What follows belongs to an exercise in optimizing a design on an open flow for small area; a production flow would make more cautious choices.
In this exercise RTL edits were held to simulation tests only and were not proved equivalent to the original.

==> flow/design.v (outline; a module is shown in full before it is edited, if it fits) <==
// module accumlator: 49 lines
// module rca: 19 lines
// module sin_rom: 202 lines
// module sin_dds: 52 lines
// module triangle_dds: 83 lines
// module square_dds: 46 lines
// module mult_pipe: 26 lines
// module mult_core: 764 lines
// module dds: 56 lines
module dds (
    input                clock,
    input                rstn,
    input                en,
    input         [ 1:0] wave_type,
    input  signed [15:0] amp_word,
    input         [31:0] pha_word,
    input         [31:0] sin_fre_word,
    input         [31:0] tri_incre_word,
    input         [31:0] tri_decre_word,
    input         [31:0] sqr_cnt_word,
    input         [31:0] sqr_cmp_word,
    output signed [13:0] wave_out
);
  // ...
==> flow/flow/run.sh <==
#!/bin/bash
set -euo pipefail
W=$(pwd)
F=$W/flow
R=$W/orfs/results/${FLOW_PLATFORM}/dds/base
LIB=$FLOW_HOME/platforms/sky130hd/lib/sky130_fd_sc_hd__tt_025C_1v80.lib
YOSYS=$(command -v yosys || echo $FLOW_HOME/../tools/install/yosys/bin/yosys)
if [ -f $F/env.sh ]; then source $F/env.sh; fi

bash standard.sh synth > $W/flow_1_synth.log 2>&1
cp $R/1_2_yosys.v $W/std_1_2_yosys.v

# The same synthesis again, with ABC mapping for area instead of speed: a
# copy of ORFS's scripts whose abc_speed.script is an area script. Its
# registers are checked against the standard synthesis's below.
rm -rf $W/scripts_area
cp -r $FLOW_HOME/scripts $W/scripts_area
cp $F/abc_synth.script $W/scripts_area/abc_speed.script
mkdir -p $W/std_results
cp $R/1_2_yosys.v $R/1_synth.odb $R/1_synth.sdc $W/std_results/
rm -f $R/1_2_yosys.v $R/1_synth.odb $R/1_synth.sdc
bash standard.sh SCRIPTS_DIR=$W/scripts_area $R/1_2_yosys.v > $W/flow_1b_synth_area.log 2>&1 || cp $W/std_1_2_yosys.v $R/1_2_yosys.v
grep -oE "sky130_fd_sc_hd__df[a-z0-9_]+ [^ ]+" $W/std_1_2_yosys.v | sort > $W/regs_std.txt
grep -oE "sky130_fd_sc_hd__df[a-z0-9_]+ [^ ]+" $R/1_2_yosys.v | sort > $W/regs_area.txt
if cmp -s $W/regs_std.txt $W/regs_area.txt; then
  cp $R/1_2_yosys.v $W/area_1_2_yosys.v
else
  echo "register mismatch; using the standard netlist" >> $W/flow_1b_synth_area.log
  cp $W/std_1_2_yosys.v $W/area_1_2_yosys.v
fi

KEEP=$(tr '\n' ' ' < $F/keep.txt)
cat > $W/resynth_a.ys <<EOY
read_liberty -ignore_miss_func -ignore_miss_dir $LIB
blackbox $KEEP
read_verilog $W/area_1_2_yosys.v
hierarchy -top $FLOW_TOP
flatten
opt_clean -purge
opt -purge
select -module $FLOW_TOP
write_json $W/resynth_a.json
EOY
$YOSYS -s $W/resynth_a.ys > $W/flow_2_resynth_a.log 2>&1
python3 $F/polar.py $W/resynth_a.json $W/resynth_b.json > $W/flow_3_polar.log 2>&1
cat > $W/resynth_b.ys <<EOY
read_json $W/resynth_b.json
hierarchy -top $FLOW_TOP
opt -purge
abc -liberty $LIB $(cat $F/dontuse.txt) -script $F/abc_area.script
opt_clean -purge
setundef -zero
hilomap -singleton -hicell sky130_fd_sc_hd__conb_1 HI -locell sky130_fd_sc_hd__conb_1 LO
splitnets
opt_clean -purge
insbuf -buf sky130_fd_sc_hd__buf_4 A X
check
stat -liberty $LIB
write_verilog -noattr -noexpr -nohex -nodec $W/resynth.v
EOY
$YOSYS -s $W/resynth_b.ys > $W/flow_4_resynth_b.log 2>&1

# registers must be the standard synthesis's, by name and cell type
grep -oE "sky130_fd_sc_hd__df[a-z0-9_]+ [^ ]+" $W/resynth.v | sort > $W/regs_new.txt
if cmp -s $W/regs_std.txt $W/regs_new.txt; then
  cp $W/resynth.v $R/1_2_yosys.v
else
  echo "register mismatch; using the synthesis netlist" >> $W/flow_4_resynth_b.log
  cp $W/area_1_2_yosys.v $R/1_2_yosys.v
fi
rm -f $R/1_synth.odb $R/1_synth.sdc

bash standard.sh finish > $W/flow_5_layout.log 2>&1
==> flow/flow/abc_area.script <==
strash
dc2
&get -n
&deepsyn -T 400
&put
dch -f
map -a
strash
dch -f
map -a
topo
==> flow/flow/abc_synth.script <==
strash
dc2
dch -f
map -a
strash
dch -f
map -a
topo
==> flow/flow/dontuse.txt <==
-dont_use sky130_fd_sc_hd__probe_p_8 -dont_use sky130_fd_sc_hd__probec_p_8 -dont_use sky130_fd_sc_hd__lpflow_bleeder_1 -dont_use sky130_fd_sc_hd__lpflow_clkbufkapwr_1 -dont_use sky130_fd_sc_hd__lpflow_clkbufkapwr_16 -dont_use sky130_fd_sc_hd__lpflow_clkbufkapwr_2 -dont_use sky130_fd_sc_hd__lpflow_clkbufkapwr_4 -dont_use sky130_fd_sc_hd__lpflow_clkbufkapwr_8 -dont_use sky130_fd_sc_hd__lpflow_clkinvkapwr_1 -dont_use sky130_fd_sc_hd__lpflow_clkinvkapwr_16 -dont_use sky130_fd_sc_hd__lpflow_clkinvkapwr_2 -dont_use sky130_fd_sc_hd__lpflow_clkinvkapwr_4 -dont_use sky130_fd_sc_hd__lpflow_clkinvkapwr_8 -dont_use sky130_fd_sc_hd__lpflow_decapkapwr_12 -dont_use sky130_fd_sc_hd__lpflow_decapkapwr_3 -dont_use sky130_fd_sc_hd__lpflow_decapkapwr_4 -dont_use sky130_fd_sc_hd__lpflow_decapkapwr_6 -dont_use sky130_fd_sc_hd__lpflow_decapkapwr_8 -dont_use sky130_fd_sc_hd__lpflow_inputiso0n_1 -dont_use sky130_fd_sc_hd__lpflow_inputiso0p_1 -dont_use sky130_fd_sc_hd__lpflow_inputiso1n_1 -dont_use sky130_fd_sc_hd__lpflow_inputiso1p_1 -dont_use sky130_fd_sc_hd__lpflow_inputisolatch_1 -dont_use sky130_fd_sc_hd__lpflow_isobufsrc_1 -dont_use sky130_fd_sc_hd__lpflow_isobufsrc_16 -dont_use sky130_fd_sc_hd__lpflow_isobufsrc_2 -dont_use sky130_fd_sc_hd__lpflow_isobufsrc_4 -dont_use sky130_fd_sc_hd__lpflow_isobufsrc_8 -dont_use sky130_fd_sc_hd__lpflow_isobufsrckapwr_16 -dont_use sky130_fd_sc_hd__lpflow_lsbuf_lh_hl_isowell_tap_1 -dont_use sky130_fd_sc_hd__lpflow_lsbuf_lh_hl_isowell_tap_2 -dont_use sky130_fd_sc_hd__lpflow_lsbuf_lh_hl_isowell_tap_4 -dont_use sky130_fd_sc_hd__lpflow_lsbuf_lh_isowell_4 -dont_use sky130_fd_sc_hd__lpflow_lsbuf_lh_isowell_tap_1 -dont_use sky130_fd_sc_hd__lpflow_lsbuf_lh_isowell_tap_2 -dont_use sky130_fd_sc_hd__lpflow_lsbuf_lh_isowell_tap_4 
==> flow/flow/env.sh <==
export BUFFER_PORTS_ARGS="-buffer_cell sky130_fd_sc_hd__buf_1"
export CTS_ARGS="-sink_clustering_enable -repair_clock_nets -dont_use_dummy_load -buf_list sky130_fd_sc_hd__clkbuf_4 -sink_clustering_size 8 -sink_clustering_max_diameter 40"
==> flow/flow/keep.txt <==
sky130_fd_sc_hd__conb_1
sky130_fd_sc_hd__decap_12
sky130_fd_sc_hd__decap_3
sky130_fd_sc_hd__decap_4
sky130_fd_sc_hd__decap_6
sky130_fd_sc_hd__decap_8
sky130_fd_sc_hd__dfbbn_1
sky130_fd_sc_hd__dfbbn_2
sky130_fd_sc_hd__dfbbp_1
sky130_fd_sc_hd__dfrbp_1
sky130_fd_sc_hd__dfrbp_2
sky130_fd_sc_hd__dfrtn_1
sky130_fd_sc_hd__dfrtp_1
sky130_fd_sc_hd__dfrtp_2
sky130_fd_sc_hd__dfrtp_4
sky130_fd_sc_hd__dfsbp_1
sky130_fd_sc_hd__dfsbp_2
sky130_fd_sc_hd__dfstp_1
sky130_fd_sc_hd__dfstp_2
sky130_fd_sc_hd__dfstp_4
sky130_fd_sc_hd__dfxbp_1
sky130_fd_sc_hd__dfxbp_2
sky130_fd_sc_hd__dfxtp_1
sky130_fd_sc_hd__dfxtp_2
sky130_fd_sc_hd__dfxtp_4
sky130_fd_sc_hd__diode_2
sky130_fd_sc_hd__dlclkp_1
sky130_fd_sc_hd__dlclkp_2
sky130_fd_sc_hd__dlclkp_4
sky130_fd_sc_hd__dlrbn_1
sky130_fd_sc_hd__dlrbn_2
sky130_fd_sc_hd__dlrbp_1
sky130_fd_sc_hd__dlrbp_2
sky130_fd_sc_hd__dlrtn_1
sky130_fd_sc_hd__dlrtn_2
sky130_fd_sc_hd__dlrtn_4
sky130_fd_sc_hd__dlrtp_1
sky130_fd_sc_hd__dlrtp_2
sky130_fd_sc_hd__dlrtp_4
sky130_fd_sc_hd__dlxbn_1
sky130_fd_sc_hd__dlxbn_2
sky130_fd_sc_hd__dlxbp_1
sky130_fd_sc_hd__dlxtn_1
sky130_fd_sc_hd__dlxtn_2
sky130_fd_sc_hd__dlxtn_4
sky130_fd_sc_hd__dlxtp_1
sky130_fd_sc_hd__edfxbp_1
sky130_fd_sc_hd__edfxtp_1
sky130_fd_sc_hd__fa_1
sky130_fd_sc_hd__fa_2
sky130_fd_sc_hd__fa_4
sky130_fd_sc_hd__fah_1
sky130_fd_sc_hd__fahcin_1
sky130_fd_sc_hd__fahcon_1
sky130_fd_sc_hd__lpflow_bleeder_1
sky130_fd_sc_hd__lpflow_decapkapwr_12
sky130_fd_sc_hd__lpflow_decapkapwr_3
sky130_fd_sc_hd__lpflow_decapkapwr_4
sky130_fd_sc_hd__lpflow_decapkapwr_6
sky130_fd_sc_hd__lpflow_decapkapwr_8
sky130_fd_sc_hd__lpflow_inputisolatch_1
sky130_fd_sc_hd__sdfbbn_1
sky130_fd_sc_hd__sdfbbn_2
sky130_fd_sc_hd__sdfbbp_1
sky130_fd_sc_hd__sdfrbp_1
sky130_fd_sc_hd__sdfrbp_2
sky130_fd_sc_hd__sdfrtn_1
sky130_fd_sc_hd__sdfrtp_1
sky130_fd_sc_hd__sdfrtp_2
sky130_fd_sc_hd__sdfrtp_4
sky130_fd_sc_hd__sdfsbp_1
sky130_fd_sc_hd__sdfsbp_2
sky130_fd_sc_hd__sdfstp_1
sky130_fd_sc_hd__sdfstp_2
sky130_fd_sc_hd__sdfstp_4
sky130_fd_sc_hd__sdfxbp_1
sky130_fd_sc_hd__sdfxbp_2
sky130_fd_sc_hd__sdfxtp_1
sky130_fd_sc_hd__sdfxtp_2
sky130_fd_sc_hd__sdfxtp_4
sky130_fd_sc_hd__sdlclkp_1
sky130_fd_sc_hd__sdlclkp_2
sky130_fd_sc_hd__sdlclkp_4
sky130_fd_sc_hd__sedfxbp_1
sky130_fd_sc_hd__sedfxbp_2
sky130_fd_sc_hd__sedfxtp_1
sky130_fd_sc_hd__sedfxtp_2
sky130_fd_sc_hd__sedfxtp_4
==> flow/flow/polar.py <==
#!/usr/bin/env python3
"""Flip full adders (fa cells are self-dual: complementing all three inputs
complements both outputs) to minimise inverters between black-box cells.
Reads/writes a yosys JSON netlist of generic gates plus black-box cells."""
import json, sys, collections
FA = ('sky130_fd_sc_hd__fa_1', 'sky130_fd_sc_hd__fa_2', 'sky130_fd_sc_hd__fa_4')
FA_IN, FA_OUT = ('A', 'B', 'CIN'), ('COUT', 'SUM')
d = json.load(open(sys.argv[1]))
top = [m for m in d['modules'] if d['modules'][m].get('attributes', {}).get('top')]
mname = top[0] if top else 'dds'
m = d['modules'][mname]
cells = m['cells']
# drivers
drv = {}
for cn, c in cells.items():
    for p, bits in c['connections'].items():
        if c.get('port_directions', {}).get(p) == 'output':
            for i, b in enumerate(bits):
                if isinstance(b, int): drv[b] = (cn, p)
for pn, p in m['ports'].items():
    if p['direction'] == 'input':
        for b in p['bits']:
            if isinstance(b, int): drv[b] = ('$PORT', pn)
loads = collections.defaultdict(list)
for cn, c in cells.items():
    for p, bits in c['connections'].items():
        if c.get('port_directions', {}).get(p) == 'input':
            for b in bits:
                if isinstance(b, int): loads[b].append((cn, p))
outbits = set()
for pn, p in m['ports'].items():
    if p['direction'] == 'output':
        for b in p['bits']:
            if isinstance(b, int): outbits.add(b)

def base(b):
    par = 0
    seen = 0
    while b in drv and cells.get(drv[b][0], {}).get('type') == '$_NOT_' and seen < 50:
        b = cells[drv[b][0]]['connections']['A'][0]; par ^= 1; seen += 1
    return b, par

fas = [cn for cn, c in cells.items() if c['type'] in FA]
flip = {cn: 0 for cn in fas}
def kind(b):
    if b not in drv: return 'const'
    cn, p = drv[b]
    if cn == '$PORT': return 'fixed'
    t = cells[cn]['type']
    if t in FA: return 'fa'
    if t.startswith('$'): return 'logic'
    return 'fixed'

def native(b):
    k = kind(b)
    if k == 'fa': return flip[drv[b][0]]
    return 0

# collect fa input demands
fa_inputs = {cn: [base(cells[cn]['connections'][p][0]) if isinstance(cells[cn]['connections'][p][0], int) else (None, 0) for p in FA_IN] for cn in fas}
# fixed demands: non-fa black-box inputs (flops, ha), output ports: require true value of their (base, par) source
fixed_demand = collections.defaultdict(set)
for cn, c in cells.items():
    t = c['type']
    if t in FA or t.startswith('$'): continue
    for p, bits in c['connections'].items():
        if c.get('port_directions', {}).get(p) == 'input':
            for b in bits:
                if isinstance(b, int):
                    bb, par = base(b)
                    fixed_demand[bb].add(par)
for b in outbits:
    bb, par = base(b); fixed_demand[bb].add(par)
def cost_of_base(bb, fa_pols):
    k = kind(bb)
    if k in ('logic', 'const') or bb is None: return 0.0
    nat = native(bb)
    pols = set(p ^ nat for p in fixed_demand.get(bb, ())) | set(p ^ nat for p in fa_pols)
    c = 1.0 if 1 in pols else 0.0
    if k == 'fa' and nat == 1 and logic_load.get(bb): c += 0.3
    return c
logic_load = {}
for cn in fas:
    for p in FA_OUT:
        b = cells[cn]['connections'][p][0]
        logic_load[b] = any(cells[l]['type'].startswith('$') and cells[l]['type'] != '$_NOT_' for l, _ in loads[b])

def demands():
    dm = collections.defaultdict(list)
    for cn in fas:
        for (bb, par) in fa_inputs[cn]:
            if bb is not None: dm[bb].append(par ^ flip[cn])
    return dm
def total():
    dm = demands()
    bases = set(dm) | set(fixed_demand) | set(cells[cn]['connections'][p][0] for cn in fas for p in FA_OUT)
    return sum(cost_of_base(b, dm.get(b, [])) for b in bases)

cur = total()
pass
for it in range(20):
    improved = False
    for cn in fas:
        flip[cn] ^= 1
        t = total()
        if t < cur - 1e-9:
            cur = t; improved = True
        else:
            flip[cn] ^= 1
    pass
    if not improved: break

# rewrite: for flipped fa, invert inputs and outputs with $_NOT_ cells
nextbit = [max(b for c in cells.values() for bits in c['connections'].values() for b in bits if isinstance(b, int)) + 1]
for p in m['ports'].values():
    for b in p['bits']:
        if isinstance(b, int): nextbit[0] = max(nextbit[0], b + 1)
def nb():
    nextbit[0] += 1; return nextbit[0] - 1
k = 0
def add_not(a, y):
    global k
    k += 1
    cells[f'$polar_not${k}'] = {'hide_name': 1, 'type': '$_NOT_', 'parameters': {}, 'attributes': {},
                                'port_directions': {'A': 'input', 'Y': 'output'},
                                'connections': {'A': [a], 'Y': [y]}}
for cn in fas:
    if not flip[cn]: continue
    c = cells[cn]
    for p in FA_IN:
        a = c['connections'][p][0]
        if isinstance(a, str):
            c['connections'][p] = ['1' if a == '0' else '0']
        else:
            y = nb(); add_not(a, y); c['connections'][p] = [y]
    for p in FA_OUT:
        o = c['connections'][p][0]
        y = nb(); c['connections'][p] = [y]; add_not(y, o)
json.dump(d, open(sys.argv[2], 'w'))
==> flow/standard.sh <==
#!/bin/bash
# synth_recipe.tcl (not shown) runs the flow's synth.tcl, then flattens the netlist and writes it again
# the make line also repeats each setting of config.mk as NAME=value (left out here)
make -C /OpenROAD-flow-scripts/flow DESIGN_CONFIG=/design/flow/config.mk WORK_HOME=/design/flow/orfs CLKGATE_MAP_FILE= SYNTH_SCRIPT=/design/flow/synth_recipe.tcl "${@:-finish}"
==> flow/config.mk <==
export PLATFORM = sky130hd
export DESIGN_NAME = dds
export DESIGN_NICKNAME = dds
export VERILOG_FILES = /design/flow/design.v
export SDC_FILE = /design/flow/constraint.sdc
export NUM_CORES = 4
export LEC_CHECK = 0
export CAP_MARGIN = 20
export CORE_MARGIN = 2
export CORE_UTILIZATION = 50
export GPL_TIMING_DRIVEN = 0
export PLACE_DENSITY = 0.65
export SLEW_MARGIN = 20
==> flow/constraint.sdc <==
create_clock -name core_clock -period 13.0 [get_ports {clock}]
set_input_delay 2.6000 -clock core_clock [delete_from_list [all_inputs] [get_ports {clock}]]
set_output_delay 2.6000 -clock core_clock [all_outputs]
set_load 0.01 [all_outputs]
==> reports/qor.yml, run 1 <==
status: "no timing/DRC/antenna violations"
drt_first_pass_iters: 7
grt_overflow: 0
max_freq_ghz: 0.0828
clkLatencyLatePin_ns: 0.80
antenna_found_initial: 1
grt_pass1_vias: 17800
io_pins: 227
finalSetupTns_ns: 0
timing.hold.ws_ns: 0.316
min_path_type: "reg2reg"
final_area_um2: 22600
hold_end: "u_mult.p2[4]"
dp_slack_ns: -1.22
rows: 73
multi_input_area_um2: 12100
grt_use_met1_pct: 37.8
post_layout_nonfiller_instances: 3077
syn_to_final_growth_pct: 11.4
avgSynthCellArea_um2: 9.00
wl_met2_um: 25200
fin_util_pct: 56.6
n_clock_buffer: 50
r2r_cells: 53
path_buf_inv: 9
synth_warnings: 6
tightest_slew_ns: 1.04
==> inputs of run 2 (changes only) <==
--- a/flow/config.mk
+++ b/flow/config.mk
@@ -9,5 +9,4 @@
 export CORE_MARGIN = 2
 export CORE_UTILIZATION = 50
-export GPL_TIMING_DRIVEN = 0
 export PLACE_DENSITY = 0.65
 export SLEW_MARGIN = 20
==> run 2 against run 1 <==
Effect of this change: still clean; worst hold slack worse by 0.0030 ns; synthesized cell count unchanged; design area fell by 0.65%; area after synthesis unchanged; setup slack better by 1.0 ns; non-clock buffer count grew 5; sequential cell count stayed put; clock skew fell by 0.035 ns; critical path type unchanged; critical endpoint is now u_triangle_dds.direction.
==> reports/qor.yml, run 2 <==
layout.nets: 2967  # was 2959
maxCapViolations: 0  # unchanged
cts-resized-gates: 0  # was 1
grt_overflow: 0  # unchanged
initial_core_util_pct: 50.8  # unchanged
htree_levels: 2  # unchanged
grt_pass1_vias: 17700  # was 17800
syn_to_final_growth_pct: 10.7  # was 11.4%
startpoint_type: "input port"  # unchanged
post-cts-setup-buffer-count: 0  # unchanged
setup_viol: 0  # unchanged
avgSynthCellArea_um2: 9.00  # unchanged
die_x_um: 205  # unchanged
drcViolationCount: 0  # unchanged
rsz0062_at_grt: "false"  # unchanged
drtIter0Drc: 1136  # was 1150
grt_max_degree: 74  # was 34
top_signal_layer_used: "met5"  # was met4
antenna_found_initial: 3  # was 1
vias: 17400  # about the same
routed_via_density: 5.64  # was 5.65
critPathLaunch: "en"  # unchanged
io_pins: 227  # unchanged
synth_warnings: 6  # unchanged
finalSetupTns_ns: 0  # unchanged
drv_slew: 0  # unchanged
ant_nets: 0  # unchanged
fp.dieArea_um2: 42200  # unchanged
route.met3.wl_um: 3280  # was 3190 µm
globalplace.congestion: 0.960  # was 0.886
fillers: 3736  # was 3671
r2r-end: "u_triangle_dds.direction"  # unchanged
drt-met1-wl_um: 25400  # was 24500 µm
worst_path_max_delay_cell: "fa_1"  # was buf_1
status: "no timing/DRC/antenna violations"  # unchanged
r2r-start: "u_triangle_dds.direction"  # unchanged
r2r_cells: 53  # unchanged
wl_per_cell_um: 18.7  # was 17.7 µm
min_path_type: "reg2reg"  # unchanged
final_cell_mix: "328 x nor2_1, 308 x clkinv_1, 252 x nand2_1"  # was 328 x nor2_1, 307 x clkinv_1, 252 x nand2_1
fin_crit_sh_pct: 84.9  # was 92.9%
syn-num-nets: 2659  # unchanged
r2r_slack_ns: 3.34  # was 2.99 ns
path_class: "in2reg"  # unchanged
hold_buffers: 0  # unchanged
finalHoldViolations: 0  # unchanged
period_needed_ns: 11.04  # was 12.08 ns
synthCells: 2253  # unchanged
final_common_cell: "nor2_1"  # unchanged
clkLatencyLatePin_ns: 0.76  # was 0.80 ns
place_hpwl_um: 45800  # was 43200 µm
drive_above_1_share_pct: 6.06  # was 6.08%
cp_data_arrival_time_ns: 11.69  # was 12.80 ns
slew_headroom_pct: 36.1  # was 30.8%
max_freq_ghz: 0.0906  # was 0.0828 GHz
core_area_um2: 39900  # unchanged
cp_max_fo: 14  # unchanged
die_y_um: 205  # unchanged
cts_made_buffers: 53  # was 50
cpMostUsedCell: "nand2_1"  # was fa_1
clock-root-buffer: "clkbuf_4"  # unchanged
clk_path_buf_depth: 3  # unchanged
tightest_slew_ns: 0.958  # was 1.04 ns
drt_first_pass_iters: 6  # was 7
finalWirelength_um: 57700  # was 54500 µm
hold_start: "u_sin_dds.ph2[4]"  # was u_mult.p1[4]
rows: 73  # unchanged
syn_area_um2: 20300  # unchanged
numPortBuffers: 226  # unchanged
wl_met2_um: 27100  # was 25200 µm
reg_top3: "u_sin_dds.u_accumlator.s3 x32, u_square_dds.cnt x32, u_triangle_dds.cnt x32"  # unchanged
clk_pin_slew_ns: 0.09  # was 0.10 ns
cts.sinks: 307  # unchanged
grt_pass1_wl_um: 93300  # was 91000 µm
grt_usage_pct: 28.3  # was 27.2%
slowest_delay_ns: 0.43  # was 0.75 ns
skew_ns: 0.0830  # was 0.118 ns
end_kind: "flip-flop"  # unchanged
cts_tree: "yes"  # unchanged
crit_path_end: "u_triangle_dds.direction"  # was u_mult.p1[13]
cp_data_required_time_ns: 13.65  # was 13.72 ns
run 2: changes by cell type in the layout (fill, tap and decap cells not counted), moves of 2 or more:
cell,previous run,this run
buf_6,3,0
buf_12,7,0
buf_16,3,0
o21ai_1,3,0
buf_4,6,27
o22ai_2,5,1
o22ai_1,160,165
buf_2,2,0
clkbuf_4,51,54
o21ai_0,84,88
run 2: routing by layer:
layer,up-vias,track usage [%]
li1,8269,-
met1,8392,38.4
met2,603,46.3
met3,141,4.36
met4,4,10.3
met5,-,0
run 2: worst min path at each step:
stage	end	slack, ns	depth (start not counted)
finish	u_sin_dds.ph3[4]	0.31	0
global route	u_sin_dds.ph3[2]	0.32	0
CTS	u_sin_dds.ph2[1]	0.32	0
detailed placement	u_sin_dds.u_accumlator.b2[26]	0.31	0
global placement	u_sin_dds.u_accumlator.b2[29]	0.31	0
floorplan	u_sin_dds.ph2[0]	0.31	0
run 2: critical path: cells and delay by family:
family,cells,cell delay (ns)
adder cells (fa/ha/maj),11,4.64
buffers and inverters,13,1.27
AO/OA/AOI/OAI,9,1.22
XOR/XNOR,1,0.17
AND/OR/NAND/NOR,21,1.77
run 2: layout make-up:
class | count | area, µm² | share of cell area (%)
repair buffers | 253 | 1050 | 4.70
diodes | 2 | 5.00 | 0.0223
inverters | 308 | 1160 | 5.15
well taps | 525 | 657 | 2.93
clock buffers | 53 | 398 | 1.77
multi-input cells | 1638 | 12100 | 53.7
flip-flops and latches | 307 | 7110 | 31.7
run 2: per-stage QoR:
step / std cells / area [µm²] / setup slack [ns] / hold WS [ns] / util [%]
after floorplan: 2253 / 20300 / 1.50 / 0.310 / -
after global placement: 3031 / 22000 / 1.36 / 0.310 / 55.2
after detailed placement: 3031 / 22000 / 1.17 / 0.312 / 55.2
after CTS: 3084 / 22400 / 2.02 / 0.321 / 56.2
after global routing: 3086 / 22400 / 1.14 / 0.320 / 56.2
final: 3086 / 22400 / 1.96 / 0.313 / 56.2
==> inputs of run 3 (changes only) <==
==> flow/flow/env.sh (replaced) <==
export BUFFER_PORTS_ARGS="-buffer_cell sky130_fd_sc_hd__buf_1"
export CTS_ARGS="-sink_clustering_enable -repair_clock_nets -dont_use_dummy_load -buf_list sky130_fd_sc_hd__clkbuf_4 -sink_clustering_size 9 -sink_clustering_max_diameter 45"
==> run 3 against run 2 <==
Effect of this change: die area did not move; via count is essentially flat; design area decreased by 0.20%; synthesized cell count is the same; area after synthesis is the same; core utilization is 0.11 points lower; clock skew increased by 0.036 ns; cell count down 0.19%; sequential cell count unchanged; wire length shrank 0.12%.
==> reports/qor.yml, run 3 <==
clk_pin_slew_ns: 0.10  # was 0.09 ns
initial_core_util_pct: 50.8  # unchanged
drtIter0Drc: 1142  # was 1136
r2r-end: "u_triangle_dds.direction"  # unchanged
r2r_cells: 52  # was 53
tightest_slew_ns: 0.960  # was 0.958 ns
clkLatencyLatePin_ns: 0.77  # was 0.76 ns
setup_viol: 0  # unchanged
clock-root-buffer: "clkbuf_4"  # unchanged
synth_warnings: 6  # unchanged
die_y_um: 205  # unchanged
synthCells: 2253  # unchanged
maxCapViolations: 0  # unchanged
hold_start: "u_mult.p2[7]"  # was u_sin_dds.ph2[4]
cp_data_arrival_time_ns: 11.66  # was 11.69 ns
hold_end: "u_mult.P[7]"  # was u_sin_dds.ph3[4]
cts-resized-gates: 0  # unchanged
hold_buffers: 0  # unchanged
place_hpwl_um: 45800  # unchanged
routed_via_density: 5.65  # was 5.64
rsz0062_at_grt: "false"  # unchanged
finalWirelength_um: 57700  # about the same
rows: 73  # unchanged
min_path_type: "reg2reg"  # unchanged
final_cell_mix: "328 x nor2_1, 308 x clkinv_1, 252 x nand2_1"  # unchanged
vias: 17400  # about the same
fillers: 3738  # was 3736
reg_top3: "u_sin_dds.u_accumlator.s3 x32, u_square_dds.cnt x32, u_triangle_dds.cnt x32"  # unchanged
drcViolationCount: 0  # unchanged
drive_above_1_share_pct: 5.84  # was 6.06%
cts_made_buffers: 47  # was 53
finalHoldViolations: 0  # unchanged
path_buf_inv: 12  # was 13
post-cts-setup-buffer-count: 0  # unchanged
fin_util_pct: 56.1  # was 56.2%
grt_overflow: 0  # unchanged
cts_tree: "yes"  # unchanged
wl_per_cell_um: 18.7  # about the same
core_area_um2: 39900  # unchanged
r2r-start: "u_triangle_dds.direction"  # unchanged
syn_area_um2: 20300  # unchanged
grt_pass1_wl_um: 93400  # was 93300 µm
die_x_um: 205  # unchanged
period_needed_ns: 11.02  # was 11.04 ns
cp_data_required_time_ns: 13.64  # was 13.65 ns
skew_ns: 0.119  # was 0.0830 ns
htree_levels: 2  # unchanged
drt_first_pass_iters: 8  # was 6
io_pins: 227  # unchanged
syn_to_final_growth_pct: 10.4  # was 10.7%
status: "no timing/DRC/antenna violations"  # unchanged
slowest_delay_ns: 0.43  # about the same
r2r_slack_ns: 3.36  # was 3.34 ns
cts.sinks: 307  # unchanged
critPathLaunch: "en"  # unchanged
avgSynthCellArea_um2: 9.00  # unchanged
final_common_cell: "nor2_1"  # unchanged
fp.dieArea_um2: 42200  # unchanged
drv_slew: 0  # unchanged
grt_max_degree: 74  # unchanged
end_kind: "flip-flop"  # unchanged
startpoint_type: "input port"  # unchanged
path_class: "in2reg"  # unchanged
syn-num-nets: 2659  # unchanged
ant_nets: 0  # unchanged
finalSetupTns_ns: 0  # unchanged
grt_usage_pct: 28.3  # about the same
worst_path_max_delay_cell: "fa_1"  # unchanged
cp_top_family: "adder cells"  # unchanged
numPortBuffers: 226  # unchanged
antenna_found_initial: 4  # was 3
cp_max_fo: 14  # unchanged
holdPathStages: 0  # unchanged
slew_headroom_pct: 36.0  # was 36.1%
fin_crit_sh_pct: 84.8  # was 84.9%
max_freq_ghz: 0.0907  # was 0.0906 GHz
clk_path_buf_depth: 3  # unchanged
cpMostUsedCell: "nand2_1"  # unchanged
layout.nets: 2961  # was 2967
globalplace.congestion: 0.960  # unchanged
grt_pass1_vias: 17700  # about the same
==> run 3: worst max path at each step <==
stage	to	slack, ns	cells after the start
2_1_floorplan	u_mult.p1[13]	1.50	32
3_3_place_gp	u_triangle_dds.direction	1.36	54
3_5_place_dp	u_triangle_dds.direction	1.17	55
4_1_cts	u_triangle_dds.direction	2.02	55
5_1_grt	u_triangle_dds.direction	1.15	55
6_report	u_triangle_dds.direction	1.98	54
==> run 3: area by class of cell <==
type	instances	area (µm²)	share of cell area, %
Multi-Input combinational cell	1638	12100	53.8
Inverter	308	1160	5.16
Sequential cell	307	7110	31.8
Clock buffer	47	353	1.58
Antenna cell	2	5.00	0.0224
Tap cell	525	657	2.93
Timing Repair Buffer	253	1050	4.71
==> run 3: metal layers <==
metal  share of wire, %  vias up  global-route usage (%)  wire length (µm)
li1                   -     8265                       -                 -
met1                 44     8356                    38.3             25200
met2                 47      640                    46.4             27100
met3                6.0      140                    4.45              3470
met4                3.2        4                    10.4              1870
met5              0.049        -                       0                28
==> run 3: per-stage QoR <==
step	hold slack [ns]	area [µm²]	std cells	setup WS [ns]
2_1_floorplan	0.310	20300	2253	1.50
5_1_grt	0.310	22400	3080	1.15
3_3_place_gp	0.310	22000	3031	1.36
6_report	0.304	22400	3080	1.98
3_5_place_dp	0.312	22000	3031	1.17
4_1_cts	0.305	22400	3078	2.02

## port drivers added, routing unchanged
No port has a modelled driver above. Below, the same layouts with a new extraction and two added sets of constraints.
Step 1, drivers: a clkbuf_16 drives clock and a buf_2 each remaining input, both assumed.
Step 2 times the ports against the registers' clock, not the clock port: input delays grow and output delays shrink by t, the midpoint of the rising clock arrivals with the driver on.
a / b / c = ideal ports / drivers / drivers and shift; a / b = the first two.
| run | t, ns | setup WS [ns] | hold WS [ns] |
|---|---|---|---|
| run 1 | 0.793 | 0.920 / 0.941 / 0.148 | 0.316 / 0.316 / 0.316 |
| run 2 | 0.786 | 1.963 / 1.997 / 1.211 | 0.313 / 0.313 / 0.313 |
| run 3 | 0.773 | 1.978 / 2.014 / 1.241 | 0.304 / 0.304 / 0.304 |
After both steps setup and hold are still met in every run listed. The setup slack of run 1, which loses most, moves by +0.021 ns with the drivers and by -0.772 ns with both steps.
